From an optimization exercise on the open Yosys and OpenROAD flow, aimed at small area and a short achievable clock period; shortcuts taken in it are not production practice.
The RTL was checked by simulation tests, not by an equivalence proof against the original design.

==> flow/design.v, too long to show whole: its modules and the start of the top module <==
// module tv80_reg: 41 lines
// module tv80_alu: 344 lines
// module tv80_mcode: 2148 lines
// module tv80_core: 1394 lines
// module cpu_z80: 64 lines
module cpu_z80(
	input CLK,
	input nRESET,
	input wire [7:0] DATA_IN,
	output wire [7:0] DATA_OUT,
	output [15:0] ADDRESS,
	output reg nIORQ, nMREQ,
	output reg nRD, nWR,
	input nINT, nNMI
);
  // ...
==> flow/flow/run.sh <==
#!/bin/bash
set -euo pipefail
bash standard.sh SETUP_SLACK_MARGIN=6 "BUFFER_PORTS_ARGS=-buffer_cell sky130_fd_sc_hd__buf_4" finish > make.log 2>&1
==> flow/standard.sh <==
#!/bin/bash
# synth_recipe.tcl (not shown) runs the flow's synth.tcl, then flattens the netlist and writes it again
# the make line also repeats each setting of config.mk as NAME=value (left out here)
make -C /OpenROAD-flow-scripts/flow DESIGN_CONFIG=/design/flow/config.mk WORK_HOME=/design/flow/orfs CLKGATE_MAP_FILE= SYNTH_SCRIPT=/design/flow/synth_recipe.tcl "${@:-finish}"
==> flow/config.mk <==
export PLATFORM = sky130hd
export DESIGN_NAME = cpu_z80
export DESIGN_NICKNAME = cpu_z80
export VERILOG_FILES = /design/flow/design.v
export SDC_FILE = /design/flow/constraint.sdc
export NUM_CORES = 4
export LEC_CHECK = 0
export CAP_MARGIN = 30
export CORE_MARGIN = 2
export CORE_UTILIZATION = 40
export SLEW_MARGIN = 30
==> flow/constraint.sdc <==
create_clock -name core_clock -period 11.0 [get_ports {CLK}]
set_input_delay 2.2000 -clock core_clock [delete_from_list [all_inputs] [get_ports {CLK}]]
set_output_delay 2.2000 -clock core_clock [all_outputs]
set_load 0.01 [all_outputs]
==> results.yml, run 1 <==
cells_and_area:
  areaGrowthSynthToFinish_pct: 16.4
  sh_seq_area_pct: 28.2
  largestRegisters: "TV80.dec1_r x68, TV80.i_reg.RegsH x64, TV80.i_reg.RegsL x64"
  nonClockBufferCount: 289
  final_cell_mix: "nand2_1, a21oi_1, nor2_1"
  area_share_clock_buf_inv_pct: 4.84
  seq_area_um2: 11500
global_route:
  grt_pass1_wl_mm: 270
  globalRouteOverflowTotal: 0
  grt_max_degree: 117
critical_path:
  worstPathArrival_ns: 5.67
  worstSetupStartpoint: "DATA_IN[0]"
synth:
  syn_avg_cell_area_um2: 8.37
  synth_seq_area_share_pct: 32.8
  netlist_area_um2: 35100
  syn_nets: 4305
  synth_seq_cells: 442
placed_design:
  pre_cts_slack_ns: 3.95
sta:
  max_freq_mhz: 195
  hold_ws_ns: 0.351
floorplanning:
  core_region_area_um2: 86900
  initial_core_util_pct: 40.4
detailed_routing:
  drt_iter0_drc: 6078
  first_pass_iters: 9
outcome:
  status: "complete, no violations"
clock_tree:
  cts_setup_buffers: 24
==> inputs of run 2 (changes only) <==
--- a/flow/config.mk
+++ b/flow/config.mk
@@ -7,5 +7,6 @@
 export LEC_CHECK = 0
-export CAP_MARGIN = 30
+export CAP_MARGIN = 10
 export CORE_MARGIN = 2
 export CORE_UTILIZATION = 40
-export SLEW_MARGIN = 30
+export CTS_BUF_LIST = sky130_fd_sc_hd__clkbuf_4
+export SLEW_MARGIN = 10
==> run 2 against run 1 <==
  * Highest routed layer unchanged
  * Routed wire length increased by 0.27%
  * Register-to-register slack got worse by 0.09 ns
  * Fmax decreased by 0.61%
  * Via count is 1.4% higher
  * First-iteration DRC count is 5.8% lower
  * Hold slack got worse by 0.041 ns
  * Critical path type is now flip-flop to flip-flop
  * Clock skew rose by 0.0039 ns
  * Non-clock buffer count shrank 16
  * Still clean
==> results.yml, run 2 <==
cells_and_area:
  drive_gt1_share_pct: 20.4
  multi_input_area_um2: 22700
  postLayoutCellArea_um2: 40200
  largestRegisters: "TV80.dec1_r x68, TV80.i_reg.RegsH x64, TV80.i_reg.RegsL x64"
  final_cell_mix: "nand2_1, nor2_1, a21oi_1"
  final_common_cell: "nand2_1"
  nFillCells: 8654
  seq_area_um2: 11500
  largest_register_ffs: 68
  stdcell_count: 5528
  final_nets: 4365
  areaGrowthSynthToFinish_pct: 14.5
  max_flop_register: "TV80.dec1_r"
synth:
  netlist_instances: 4199
  synthFlopType: "dfrtp_1"
  netlist_area_um2: 35100
  ys_types: 109
  synth-edff-count: 129
  yosysWarnings: 5
  yosysTopAreaCellShare_pct: 14.1
  synthArstFlopShare_pct: 58.8
  yosys-top-cells-area: "dfrtp_1, edfxtp_1, a21oi_1"
  syn_nets: 4305
  yosysMostFrequentCell: "nand2_1"
  synth.largest_area_cell: "dfrtp_1"
  synth_commonest_cells: "nand2_1, nor2_1, a21oi_1"
  syn_avg_cell_area_um2: 8.37
  synth_seq_cells: 442
  synth_seq_area_share_pct: 32.8
floorplanning:
  initial_core_util_pct: 40.4
  fp.dieH_um: 300
  core_region_area_um2: 86900
  dieWidth_um: 300
  ioPinCount: 40
  dieArea_um2: 90200
  rows: 108
sta:
  hold_ws_ns: 0.311
  max_freq_mhz: 193
  relSlewSlack_pct: 14.2
  period_needed_ns: 5.17
  hold_violations: 0
  post-route-period-util_pct: 47.0
  drv_slew: 0
  rsz0062_at_grt: "true"
  setup_viol: 0
  finClkSkew_ns: 0.0844
  tightest_slew_ns: 1.28
  fin_tns_setup_ns: 0
global_route:
  globalRouteOverflowTotal: 0
  grt_pass1_vias: 36115
  grt_pass1_wl_mm: 270
  grt_usage_pct: 41.4
  antenna_found_initial: 10
  grt_max_degree: 117
clock_tree:
  cts_tree: "yes"
  cts-root-buf: "clkbuf_4"
  clk_latency_ns: 1.06
  cts_buffer_depth: 3
  hold_buffers: 0
  numCtsBuffers: 131
  clock_sinks: 442
  htree_levels: 4
  path_clk_slew_ns: 0.06
critical_path:
  cp.required_ns: 11.85
  startpoint_type: "flip-flop"
  path_class: "flip-flop to flip-flop"
  end_kind: "flip-flop"
  cp_max_fo: 60
  worstPathArrival_ns: 6.03
detailed_routing:
  wire_per_inst_um: 34.9
  drt-vias-per-instance: 7.09
  drt_iter0_drc: 5724
  ant_nets: 0
  wl_mm: 193
  drcViolationCount: 0
  vias: 39174
  first_pass_iters: 6
hold_path:
  hold_path_class: "flip-flop to flip-flop"
placed_design:
  dp.cells: 5218
  placed_area_um2: 37000
  hpwl_mm: 139
  io_buffers: 39
  finalWeightedCongestion: 1.05
outcome:
  status: "complete, no violations"
run:
  max_cap_viol_count: 0
## run 2: worst paths after layout
check,slack (ns),startpoint,cells past startpoint,endpoint
min,0.31,TV80.dec1_r[37],0,TV80.Arith16_r
min in group asynchronous,1.18,nRESET,1,TV80.A[11]
min reg2reg,0.31,TV80.dec1_r[37],0,TV80.Arith16_r
max reg2reg,5.83,TV80.tstate[3],13,TV80.dec1_r[28]
max,5.83,TV80.tstate[3],13,TV80.dec1_r[28]
max in group asynchronous,8.34,nRESET,2,TV80.IR[5]
## run 2: final cells by class
type                            count  area share (%)
Clock buffer                      199            3.71
Timing Repair Buffer              273            5.79
Tap cell                         1155            3.59
Sequential cell                   442            28.7
Clock inverter                     39           0.656
Antenna cell                        9          0.0560
Multi-Input combinational cell   3304            56.4
Inverter                          107            1.08
## run 2: what timing repair did
item	in CTS	in global routing
gates resized for setup	158	75
setup endpoints to repair	200	162
cloned	4	2
pin swaps	11	18
buffers inserted	24	33
## run 2: worst max-delay path, cell delays in order, from the launching register on
cell,delay [ns]
dfrtp_2,0.42
buf_12,0.22
o31ai_4,0.37
buf_6,0.22
nand2_1,0.13
o21ai_0,0.22
a21o_2,0.47
inv_2,0.37
nor2_4,0.46
buf_4,0.31
nand4_1,0.46
nor2_1,0.38
o21ai_0,0.26
nor3_1,0.67
## run 2: cell families after synthesis
| kind of cell | Yosys count | share of synthesized area (%) |
|---|---|---|
| AO/OA/AOI/OAI | 1567 | 29.8 |
| AND/OR/NAND/NOR | 1305 | 17.2 |
| buffers and inverters | 456 | 5.19 |
| flip-flops | 442 | 32.8 |
| multiplexers | 243 | 9.26 |
| adder cells (fa/ha/maj) | 94 | 3.48 |
| XOR/XNOR | 92 | 2.29 |
## run 2: metrics by stage
step                util (%)  setup WS, ns
CTS                     45.6          5.99
global placement        42.6          3.74
global route            46.3          5.92
detailed placement      42.6          3.76
floorplan                  -          6.02
finish                  46.3          5.83
## run 2: layer usage
| metal | GRT usage (%) | up-vias | wire (um) |
|---|---|---|---|
| met5 | 0.741 | - | 153 |
| met4 | 27.4 | 8 | 15200 |
| met1 | 55.0 | 18975 | 74500 |
| li1 | - | 16287 | - |
| met3 | 11.1 | 744 | 23900 |
| met2 | 58.8 | 3160 | 78900 |
==> inputs of run 3 (changes only) <==
==> flow/flow/run.sh (replaced) <==
#!/bin/bash
set -euo pipefail
bash standard.sh SETUP_SLACK_MARGIN=6.25 "BUFFER_PORTS_ARGS=-buffer_cell sky130_fd_sc_hd__buf_4" finish > make.log 2>&1
--- a/flow/config.mk
+++ b/flow/config.mk
@@ -7,3 +7,3 @@
 export LEC_CHECK = 0
-export CAP_MARGIN = 10
+export CAP_MARGIN = 30
 export CORE_MARGIN = 2
@@ -11,2 +11,2 @@
 export CTS_BUF_LIST = sky130_fd_sc_hd__clkbuf_4
-export SLEW_MARGIN = 10
+export SLEW_MARGIN = 30
==> run 3 against run 2 <==
  * Still clean
  * Count of clock-buffer cells in the layout fell by 13
  * Clock skew rose by 0.039 ns
  * Critical endpoint is now TV80.cc_r
==> results.yml, run 3 <==
critical_path:
  critPathSlowestCell: "dfstp_2"
  cp_max_fo: 3
  cp_cell_sequence: "clkinvlp_4 > or3_4 > xnor2_2 > fa_2 > fa_2 > a21o_1 > a21oi_2 > o21bai_1 > a21oi_2 > or3_1 > a32o_2 > ha_2 > a41oi_2 > or3_4 > a31oi_4 > a21oi_2 > a211o_1 > o21ai_2 > mux2i_1 > xnor2_1 > o21ai_1"
  reg2reg_slack_ns: 6.16
  r2r_start: "TV80.F[0]"
  end_kind: "flip-flop"
  path_class: "flip-flop to flip-flop"
  cp.required_ns: 11.93
  worstPathArrival_ns: 5.77
  cpMostUsedCell: "a21oi_2"
  max_stage_delay_ns: 0.57
  startpoint_type: "flip-flop"
  reg2reg_depth: 21
  r2r-end: "TV80.cc_r"
detailed_routing:
  drt_iter0_drc: 6974
  wl_mm: 192
  first_pass_iters: 7
  drcViolationCount: 0
  vias: 39506
  wire_per_inst_um: 34.3
  ant_nets: 0
  drt-vias-per-instance: 7.06
synth:
  synth_commonest_cells: "nand2_1, nor2_1, a21oi_1"
  yosysMostFrequentCell: "nand2_1"
  synthArstFlopShare_pct: 58.8
  yosysTopAreaCellShare_pct: 14.1
  synth-edff-count: 129
  netlist_instances: 4199
  yosysWarnings: 5
  syn_avg_cell_area_um2: 8.37
  ys_types: 109
  synth_seq_area_share_pct: 32.8
  syn_nets: 4305
  synthFlopType: "dfrtp_1"
  synth_seq_cells: 442
  netlist_area_um2: 35100
  yosys-top-cells-area: "dfrtp_1, edfxtp_1, a21oi_1"
  synth.largest_area_cell: "dfrtp_1"
cells_and_area:
  final_nets: 4432
  largestRegisters: "TV80.dec1_r x68, TV80.i_reg.RegsH x64, TV80.i_reg.RegsL x64"
  stdcell_count: 5592
  areaGrowthSynthToFinish_pct: 18.3
  multi_input_area_um2: 23200
  final_common_cell: "nand2_1"
  utilization_pct: 47.8
  max_flop_register: "TV80.dec1_r"
  final_cell_mix: "nand2_1, a21oi_1, nor2_1"
  seq_area_um2: 11600
  drive_gt1_share_pct: 23.3
  nFillCells: 8522
  postLayoutCellArea_um2: 41600
  largest_register_ffs: 68
sta:
  relSlewSlack_pct: 23.1
  finClkSkew_ns: 0.123
  hold_violations: 0
  setup_viol: 0
  max_freq_mhz: 207
  period_needed_ns: 4.84
  tightest_slew_ns: 1.12
  fin_tns_setup_ns: 0
  post-route-period-util_pct: 44.0
  rsz0062_at_grt: "true"
  hold_ws_ns: 0.374
  drv_slew: 0
clock_tree:
  clk_latency_ns: 1.12
  cts_buffer_depth: 3
  cts-root-buf: "clkbuf_4"
  path_clk_slew_ns: 0.07
  hold_buffers: 0
  clock_sinks: 442
  cts_tree: "yes"
  htree_levels: 4
  numCtsBuffers: 132
placed_design:
  hpwl_mm: 134
  io_buffers: 39
  finalWeightedCongestion: 1.08
  placed_area_um2: 37100
  dp.cells: 5219
global_route:
  grt_pass1_wl_mm: 270
  globalRouteOverflowTotal: 0
  grt_pass1_vias: 36515
  grt_max_degree: 102
  antenna_found_initial: 9
  grt_usage_pct: 41.2
floorplanning:
  dieArea_um2: 90200
  fp.dieH_um: 300
  rows: 108
  dieWidth_um: 300
  initial_core_util_pct: 40.4
  ioPinCount: 40
  core_region_area_um2: 86900
hold_path:
  hold_path_class: "flip-flop to flip-flop"
  min_path_cells: 0
  min_to: "TV80.PreserveC_r"
  holdCritStartpoint: "TV80.dec1_r[38]"
run:
  max_cap_viol_count: 0
outcome:
  status: "complete, no violations"
## run 3: cell counts after synthesis
No cell type changed its count.
## run 3: per-stage QoR
stage | setup slack, ns
global placement | 3.91
CTS | 6.21
finish | 6.16
floorplan | 6.18
global route | 6.00
detailed placement | 3.82
## run 3: layer usage
layer | vias up | track usage [%] | wire [um]
met3 | 833 | 11.6 | 24900
met5 | - | 0 | 58
li1 | 16411 | - | -
met1 | 18972 | 54.2 | 72700
met2 | 3280 | 58.6 | 77800
met4 | 10 | 27.7 | 16500
## run 3: worst max-delay path: cells and delay by family (launching register included)
family / cells / cell delay (ns)
AND/OR/NAND/NOR: 3 / 0.85
adder cells (fa/ha/maj): 3 / 0.93
XOR/XNOR: 2 / 0.32
flip-flops: 1 / 0.57
AO/OA/AOI/OAI: 11 / 1.76
multiplexers: 1 / 0.14
buffers and inverters: 1 / 0.12
## run 3: timing repair
item	in CTS	in global routing
resized for setup	198	141
cloned	9	8
pin swaps	34	43
setup buffers	56	54
setup endpoints to repair	216	185
## run 3: final cells by class
cell class	count	share of cell area, %
sequential	442	27.8
inverter	107	1.06
tap	1155	3.48
multi-input combinational	3304	55.8
clock inverter	56	0.822
clock buffer	186	3.36
timing repair buffer	339	7.69
antenna	3	0.0181
## run 3: worst max path at each step
stage | depth (start not counted) | startpoint | slack, ns | endpoint
final | 21 | TV80.F[0] | 6.16 | TV80.cc_r
after global routing | 22 | TV80.BusA[5] | 6.00 | TV80.cc_r
after CTS | 21 | TV80.F[0] | 6.21 | TV80.cc_r
after detailed placement | 16 | DATA_IN[3] | 3.82 | TV80.dec0_r[48]
after global placement | 16 | DATA_IN[3] | 3.91 | TV80.dec0_r[48]
after floorplan | 11 | DATA_IN[4] | 6.18 | TV80.dec1_r[16]
## run 3: cells by family after synthesis
kind of cell               synth area share (%)
AOI/OAI and AO/OA                          29.8
and+or+nand+nor                            17.2
buffers and inverters                      5.19
DFF                                        32.8
muxes                                      9.26
adders and majority gates                  3.48
xor gates and xnor gates                   2.29
==> inputs of run 4 (changes only) <==
--- a/flow/config.mk
+++ b/flow/config.mk
@@ -7,6 +7,6 @@
 export LEC_CHECK = 0
-export CAP_MARGIN = 30
+export CAP_MARGIN = 10
 export CORE_MARGIN = 2
-export CORE_UTILIZATION = 40
+export CORE_UTILIZATION = 50
 export CTS_BUF_LIST = sky130_fd_sc_hd__clkbuf_4
-export SLEW_MARGIN = 30
+export SLEW_MARGIN = 10
==> run 4 against run 3 <==
  * Critical path type unchanged
  * Register-to-register slack lost 0.03 ns
  * Cell count shrank 4.7%
  * Critical path depth is the same
  * Global-route usage grew 8.4 points
  * Final area shrank 2.6%
  * Worst setup slack lost 0.035 ns
  * Count of clock-buffer cells in the layout shrank 12
==> results.yml, run 4 <==
synth:
  yosys-top-cells-area: "dfrtp_1, edfxtp_1, a21oi_1"
  synth.largest_area_cell: "dfrtp_1"
  synthFlopType: "dfrtp_1"
  yosysMostFrequentCell: "nand2_1"
  yosysTopAreaCellShare_pct: 14.1
  synth-edff-count: 129
  synthArstFlopShare_pct: 58.8
  synth_seq_area_share_pct: 32.8
  netlist_instances: 4199
  synth_seq_cells: 442
  syn_nets: 4305
  netlist_area_um2: 35100
  yosysWarnings: 5
  syn_avg_cell_area_um2: 8.37
  synth_commonest_cells: "nand2_1, nor2_1, a21oi_1"
  ys_types: 109
sta:
  drv_slew: 0
  post-route-period-util_pct: 44.3
  tightest_slew_ns: 1.25
  finClkSkew_ns: 0.0488
  rsz0062_at_grt: "true"
  period_needed_ns: 4.88
  hold_violations: 0
  fin_tns_setup_ns: 0
  relSlewSlack_pct: 14.1
  max_freq_mhz: 205
  setup_viol: 0
cells_and_area:
  final_nets: 4379
  seq_area_um2: 11600
  largest_register_ffs: 68
  multi_input_area_um2: 23100
  stdcell_count: 5329
  drive_gt1_share_pct: 21.5
  final_cell_mix: "nand2_1, nor2_1, a21oi_1"
  max_flop_register: "TV80.dec1_r"
  areaGrowthSynthToFinish_pct: 15.3
  nFillCells: 6482
  final_common_cell: "nand2_1"
  largestRegisters: "TV80.dec1_r x68, TV80.i_reg.RegsH x64, TV80.i_reg.RegsL x64"
critical_path:
  path_class: "flip-flop to flip-flop"
  cp_max_fo: 3
  path_buf_inv: 1
  startpoint_type: "flip-flop"
  r2r-end: "TV80.cc_r"
  max_stage_delay_ns: 0.57
  path_delay_family: "compound AO/OA/AOI/OAI gates"
  reg2reg_depth: 21
  critPathSlowestCell: "dfstp_2"
  r2r_start: "TV80.F[0]"
  cp.required_ns: 11.83
  reg2reg_slack_ns: 6.12
  cp_cell_sequence: "clkinvlp_4 > or3_4 > xnor2_2 > fa_2 > fa_2 > a21o_1 > a21oi_2 > o21bai_1 > a21oi_2 > or3_1 > a32o_2 > ha_2 > a41oi_2 > or3_4 > a31oi_4 > a21oi_1 > a211o_1 > o21ai_2 > mux2i_2 > xnor2_1 > o21ai_1"
  worstPathArrival_ns: 5.71
  end_kind: "flip-flop"
placed_design:
  hpwl_mm: 128
  dp.cells: 4994
  io_buffers: 39
  finalWeightedCongestion: 1.10
hold_path:
  holdCritStartpoint: "TV80.dec1_r[38]"
  hold_path_class: "flip-flop to flip-flop"
  min_to: "TV80.PreserveC_r"
  min_path_cells: 0
clock_tree:
  numCtsBuffers: 120
  clk_latency_ns: 0.98
  cts_tree: "yes"
  cts_buffer_depth: 3
  path_clk_slew_ns: 0.08
  cts-root-buf: "clkbuf_4"
  htree_levels: 3
  clock_sinks: 442
detailed_routing:
  drt_iter0_drc: 7087
  drt-vias-per-instance: 7.51
  wire_per_inst_um: 34.6
  drcViolationCount: 0
  wl_mm: 184
  first_pass_iters: 10
  ant_nets: 0
  vias: 40015
floorplanning:
  core_region_area_um2: 69800
  rows: 97
  dieArea_um2: 72400
  ioPinCount: 40
  fp.dieH_um: 269
  initial_core_util_pct: 50.3
  dieWidth_um: 269
global_route:
  antenna_found_initial: 13
  grt_usage_pct: 49.6
  grt_pass1_vias: 36169
  globalRouteOverflowTotal: 0
  grt_max_degree: 99
  grt_pass1_wl_mm: 259
outcome:
  status: "complete, no violations"
run:
  max_cap_viol_count: 0
## run 4: worst max path at each step
stage	endpoint	depth (start not counted)	slack, ns	from
2_1_floorplan	TV80.dec1_r[16]	11	6.18	DATA_IN[4]
3_3_place_gp	TV80.dec1_r[59]	14	3.73	DATA_IN[2]
3_5_place_dp	TV80.dec1_r[59]	14	3.69	DATA_IN[2]
4_1_cts	TV80.dec1_r[39]	15	6.19	DATA_IN[3]
5_1_grt	TV80.cc_r	22	6.07	TV80.BusA[3]
6_report	TV80.cc_r	21	6.12	TV80.F[0]
## run 4: through the flow
stage / hold WS, ns / cell area [um^2] / setup WS (ns) / utilization (%)
finish: 0.353 / 40500 / 6.12 / 58.0
global route: 0.361 / 40500 / 6.07 / 58.0
CTS: 0.346 / 39700 / 6.19 / 56.9
detailed placement: 0.343 / 36700 / 3.69 / 52.6
global placement: 0.337 / 36700 / 3.73 / 52.6
floorplan: 0.405 / 35300 / 6.18 / -
## run 4: metal layers
| layer | track usage [%] | wire length [um] |
|---|---|---|
| met1 | 61.7 | 65700 |
| met2 | 69.1 | 73400 |
| met3 | 19.9 | 28100 |
| met4 | 36.0 | 16900 |
| met5 | 0.338 | 75 |
## run 4: worst register-to-register path, cell delays in order, from the launching register on
cell	delay, ns
dfstp_2	0.57
clkinvlp_4	0.13
or3_4	0.35
xnor2_2	0.15
fa_2	0.41
fa_2	0.36
a21o_1	0.19
a21oi_2	0.16
o21bai_1	0.10
a21oi_2	0.19
or3_1	0.14
a32o_2	0.19
ha_2	0.18
a41oi_2	0.13
or3_4	0.37
a31oi_4	0.20
a21oi_1	0.10
a211o_1	0.30
o21ai_2	0.10
mux2i_2	0.15
xnor2_1	0.20
o21ai_1	0.08
## run 4: cell type report
| type | count | area share [%] |
|---|---|---|
| multi-input combinational | 3305 | 57.0 |
| sequential | 442 | 28.5 |
| timing repair buffer | 297 | 6.46 |
| clock buffer | 174 | 3.23 |
| tap | 940 | 2.90 |
| inverter | 107 | 1.08 |
| clock inverter | 54 | 0.769 |
| antenna | 10 | 0.0618 |
## run 4: timing repair
item	4_1_cts	5_1_grt
hold buffers	0	0
buffers inserted	57	32
hold endpoints to repair	0	0
pin swaps	36	25
setup endpoints to repair	214	175
resized for setup	196	138
gates cloned	8	0
## run 4: cell families (layout without fill, tap and decap cells)
family,after synthesis,count (layout),synth area share [%]
compound gates,1567,1568,29.8
fa+ha+maj,94,94,3.48
mux,243,243,9.26
simple gates,1305,1308,17.2
other cells,0,10,0
flops,442,442,32.8
buf+inv,456,632,5.19
xor+xnor,92,92,2.29

-- afterwards: timing with drivers on the ports --
How much do the figures lean on ideal ports? The routed layouts below were timed once more, with nothing changed but the port constraints. Step 1, drivers: a clkbuf_16 drives CLK and a buf_2 each remaining input, both assumed. Step 2 moves the port delays by t, midway between the first and last clock arrival at a register: inputs arrive t later, outputs are due t later. That takes back most of the time a late clock gives input paths. Three values: ideal ports, drivers, drivers and shift; two values: the first two.
run | t, ns | setup slack, ns | clock arrival spread, ns
run 1 | 0.718 | 5.859 / 5.905 / 5.187 | 0.081 / 0.080
run 2 | 1.091 | 5.828 / 5.828 / 4.856 | 0.084 / 0.085
run 3 | 1.126 | 6.159 / 6.159 / 5.084 | 0.126 / 0.126
run 4 | 1.026 | 6.124 / 6.124 / 5.127 | 0.049 / 0.049
After both steps setup and hold are still met in every run listed. The setup slack of run 3, which loses most, moves by 0.000 ns with the drivers and by -1.075 ns with both steps.
